What follows belongs to an exercise in optimizing a design on an open flow for small area, a short achievable clock period and few clock cycles; a production flow would make more cautious choices. Where RTL was checked, it was by simulation tests only, not by an equivalence proof against the original. Power and IR drop assume default switching activity.

the baseline:
==> flow/design.v <==
module CPU(clk, rst, data_out, data_in, address, memwt, reg0);
input clk;
input rst;
input [15:0] data_in;
output [15:0] data_out;
output [11:0] address;
output [15:0] reg0;
output memwt;
reg [15:0] regbank [7:0];
reg [11:0] addr;       
reg        zeroflag;
reg [15:0] opa;        
reg [15:0] opb;        
reg ex_alu, ex_ldi, ex_ld, ex_st, ex_mem;
reg [2:0] ex_rd;
reg s_sum, s_and, s_or, s_xor, s_inv;
assign memwt = ex_st;
assign data_out = opa;
assign address = addr;
assign reg0 = regbank[0];
function [15:0] carries;
    input [15:0] x, y;
    reg [15:0] g, p, g1, p1, g2, p2, g3, p3, c;
    integer k;
    begin
        g = x & y;
        p = x ^ y;
        for (k = 0; k < 16; k = k + 1) begin
            if (k & 1) begin
                g1[k] = g[k] | (p[k] & g[k - 1]);
                p1[k] = p[k] & p[k - 1];
            end else begin
                g1[k] = g[k];
                p1[k] = p[k];
            end
        end
        g1[1] = g[1] | ((p[1] & x[0]) & y[0]);
        for (k = 0; k < 16; k = k + 1) begin
            if (k & 2) begin
                g2[k] = g1[k] | (p1[k] & g1[(k & ~3) + 1]);
                p2[k] = p1[k] & p1[(k & ~3) + 1];
            end else begin
                g2[k] = g1[k];
                p2[k] = p1[k];
            end
        end
        for (k = 0; k < 16; k = k + 1) begin
            if (k & 4) begin
                g3[k] = g2[k] | (p2[k] & g2[(k & ~7) + 3]);
                p3[k] = p2[k] & p2[(k & ~7) + 3];
            end else begin
                g3[k] = g2[k];
                p3[k] = p2[k];
            end
        end
        c[0] = 1'b0;
        for (k = 0; k < 15; k = k + 1) begin
            if (k & 8)
                c[k + 1] = g3[k] | (p3[k] & g3[7]);
            else
                c[k + 1] = g3[k];
        end
        c[3] = (g[2] | (p[2] & g[1])) | ((p[2] & p[1]) & g[0]);
        c[5] = (g[4] | (p[4] & g[3])) | ((p[4] & p[3]) & c[3]);
        c[9] = (g[8] | (p[8] & g[7])) | ((p[8] & p[7]) & g3[6]);
        carries = c;
    end
endfunction
wire [15:0] g = opa & opb;
wire [15:0] p = opa ^ opb;
wire [15:0] o = opa | opb;
wire [15:0] carry = carries(opa, opb);     
wire [15:0] sum = (p ^ {16{s_inv}}) ^ carry;
wire [15:0] result = ({16{s_sum}} & sum) | ({16{s_and}} & g) |
                     ({16{s_or}} & o) | ({16{s_xor}} & p);
wire z_add = ~|(p ^ {o[14:0], 1'b0});
wire z_sum = s_inv ? &p : z_add;
wire z_next = (s_sum & z_sum) | (s_and & ~|g) | (s_or & ~|o) | (s_xor & ~|p) |
              ~(s_sum | s_and | s_or | s_xor);
wire [3:0] op = data_in[15:12];
wire [2:0] f = data_in[11:9];
wire [2:0] u = data_in[8:6];
wire [2:0] sa = data_in[8:6];
wire [2:0] sb = data_in[5:3];
wire fetch = ~ex_mem;
wire [11:0] seq = addr + 12'd1;
wire [15:0] rb_bank = regbank[sb];
wire [15:0] ra = (ex_alu && ex_rd == sa) ? result : regbank[sa];
wire [15:0] rb = (ex_alu && ex_rd == sb) ? result : rb_bank;
wire is_alu = (op == 4'h7);
wire un = is_alu & (f == 3'h7);                  
wire sub = is_alu & (f == 3'h1);
wire zf_now = ex_alu ? z_next : zeroflag;
wire ldst = (op == 4'h2) | (op == 4'h3);
wire hazard = ex_alu & (ex_rd == sb);
wire take = (op == 4'h5) | ((op == 4'h4) & zf_now);
wire [15:0] jc = carries({4'h0, seq}, {4'h0, data_in[11:0]});
wire [11:0] target = seq ^ data_in[11:0] ^ jc[11:0];
wire n_rb   = ~rst & fetch & ldst & ~hazard;
wire n_hold = ~rst & fetch & ldst & hazard;
wire n_jmp  = ~rst & fetch & ~ldst & take;
wire n_seq  = ~rst & ((fetch & ~ldst & ~take) | ex_ldi);
wire n_pc   = ~rst & ~fetch & ~ex_ldi;
wire [11:0] addr_next = ({12{n_rb}} & rb_bank[11:0]) | ({12{n_hold}} & addr) |
                        ({12{n_jmp}} & target) | ({12{n_seq}} & seq) |
                        ({12{n_pc}} & opb[11:0]);
always @(posedge clk) begin
    opa <= un ? {{15{u == 3'h3}}, (u == 3'h2) | (u == 3'h3)} : ra ^ {16{sub}};
    opb <= ldst ? {4'h0, seq} : rb;
    s_inv <= (f == 3'h1) | ((f == 3'h7) & (u == 3'h1));
    s_sum <= (f == 3'h0) | (f == 3'h1) | (un & ~u[2]);
    s_and <= (f == 3'h2);
    s_or  <= (f == 3'h3);
    s_xor <= (f == 3'h4);
    ex_rd <= data_in[2:0];
    if (ex_alu)
        regbank[ex_rd] <= result;
    else if (ex_ldi | ex_ld)
        regbank[ex_rd] <= data_in;
    addr <= addr_next;
    if (rst) begin
        zeroflag <= 1'b0;
        {ex_alu, ex_ldi, ex_ld, ex_st, ex_mem} <= 5'b0;
    end else begin
        zeroflag <= zf_now;
        if (fetch & ldst & hazard) begin
            {ex_alu, ex_ldi, ex_ld, ex_st, ex_mem} <= 5'b0;
        end else if (fetch) begin
            ex_alu <= is_alu;
            ex_ldi <= (op == 4'h1);
            ex_ld  <= (op == 4'h2);
            ex_st  <= (op == 4'h3);
            ex_mem <= (op == 4'h1) | ldst;
        end else begin
            {ex_alu, ex_ldi, ex_ld, ex_st, ex_mem} <= 5'b0;
        end
    end
end
endmodule
Settings: LEC_CHECK=0, ABC_CLOCK_PERIOD_IN_PS=3000, CAP_MARGIN=5, CORE_MARGIN=2, CORE_UTILIZATION=50, CTS_BUF_LIST=sky130_fd_sc_hd__clkbuf_8, CTS_CLUSTER_DIAMETER=100, CTS_CLUSTER_SIZE=24, SETUP_SLACK_MARGIN=5.0, SLEW_MARGIN=5; clock period 8.0 ns.
standard.sh (not shown) runs the stock make flow with config.mk's settings and CLKGATE_MAP_FILE= SYNTH_SCRIPT=/design/flow/synth_recipe.tcl, a recipe that flattens the netlist after the stock synthesis.
==> flow/flow/run.sh <==
#!/bin/bash
# The standard layout (the standard.sh), except that the port buffers are
# plain buf_1 cells: the default choice is a delay cell, slower and larger.
set -euo pipefail
bash standard.sh "BUFFER_PORTS_ARGS=-buffer_cell sky130_fd_sc_hd__buf_1" finish > standard.log 2>&1
### the baseline -> the candidate
--- a/flow/design.v
+++ b/flow/design.v
@@ -7,8 +7,9 @@
 output [15:0] reg0;
 output memwt;
 reg [15:0] regbank [7:0];
 reg [11:0] addr;       
+reg [11:0] pc;         
 reg        zeroflag;
 reg [15:0] opa;        
 reg [15:0] opb;        
 reg ex_alu, ex_ldi, ex_ld, ex_st, ex_mem;
@@ -102,12 +103,12 @@
 wire n_seq  = ~rst & ((fetch & ~ldst & ~take) | ex_ldi);
 wire n_pc   = ~rst & ~fetch & ~ex_ldi;
 wire [11:0] addr_next = ({12{n_rb}} & rb_bank[11:0]) | ({12{n_hold}} & addr) |
                         ({12{n_jmp}} & target) | ({12{n_seq}} & seq) |
-                        ({12{n_pc}} & opb[11:0]);
+                        ({12{n_pc}} & pc);
 always @(posedge clk) begin
     opa <= un ? {{15{u == 3'h3}}, (u == 3'h2) | (u == 3'h3)} : ra ^ {16{sub}};
-    opb <= ldst ? {4'h0, seq} : rb;
+    opb <= rb;
     s_inv <= (f == 3'h1) | ((f == 3'h7) & (u == 3'h1));
     s_sum <= (f == 3'h0) | (f == 3'h1) | (un & ~u[2]);
     s_and <= (f == 3'h2);
     s_or  <= (f == 3'h3);
@@ -116,8 +117,10 @@
     if (ex_alu)
         regbank[ex_rd] <= result;
     else if (ex_ldi | ex_ld)
         regbank[ex_rd] <= data_in;
+    if (fetch)
+        pc <= seq;
     addr <= addr_next;
     if (rst) begin
         zeroflag <= 1'b0;
         {ex_alu, ex_ldi, ex_ld, ex_st, ex_mem} <= 5'b0;
## What came out
Cell area | the candidate vs the baseline | the candidate larger
Sequential share of layout area | the candidate above the baseline
Delta(synthesis-stage register bit count, the candidate - the baseline) > 0
Floorplan die width is higher on the candidate
Looking at total internal power across both flows, the candidate is the weaker of the two, with the baseline ahead.
Headroom to the max-slew limit in the candidate is 17 points below the baseline.
The candidate vs. the baseline: clock network fraction of total power did not really move; wire length per cell after detailed routing went down.
On shortest clock period the worst path allows after layout, the candidate does better than the baseline.
Testbench counts of the candidate, summed over its fixed seeds: cycles 36,768.
Function not checked in the baseline: the RTL went through the layout flow alone.

## port drivers added, routing unchanged
Ports are ideal in the flow. The routed layouts listed here were re-timed in OpenROAD.
Step 1, drivers: a clkbuf_16 drives clk and a buf_2 each remaining input, both assumed.
Step 2 also shifts input and output timing later by t, the mid clock arrival at the registers, as if the neighbouring blocks saw the same clock.
Slacks: ideal ports / drivers / drivers and shift; pairs: ideal ports / drivers.
run | shift t [ns] | setup WS [ns] | worst setup path after step 2 | worst data-port slew with drivers (ns) | cell pins on the clock port's net
the baseline | 0.515 | 5.006 / 4.992 / 4.477 | input to register | 0.06 | 1
the candidate | 0.520 | 5.037 / 5.037 / 4.536 | input to register | 0.06 | 1
After both steps every run listed still meets setup and hold. The setup slack of the baseline, which loses most, moves by -0.014 ns with the drivers and by -0.529 ns with both steps.
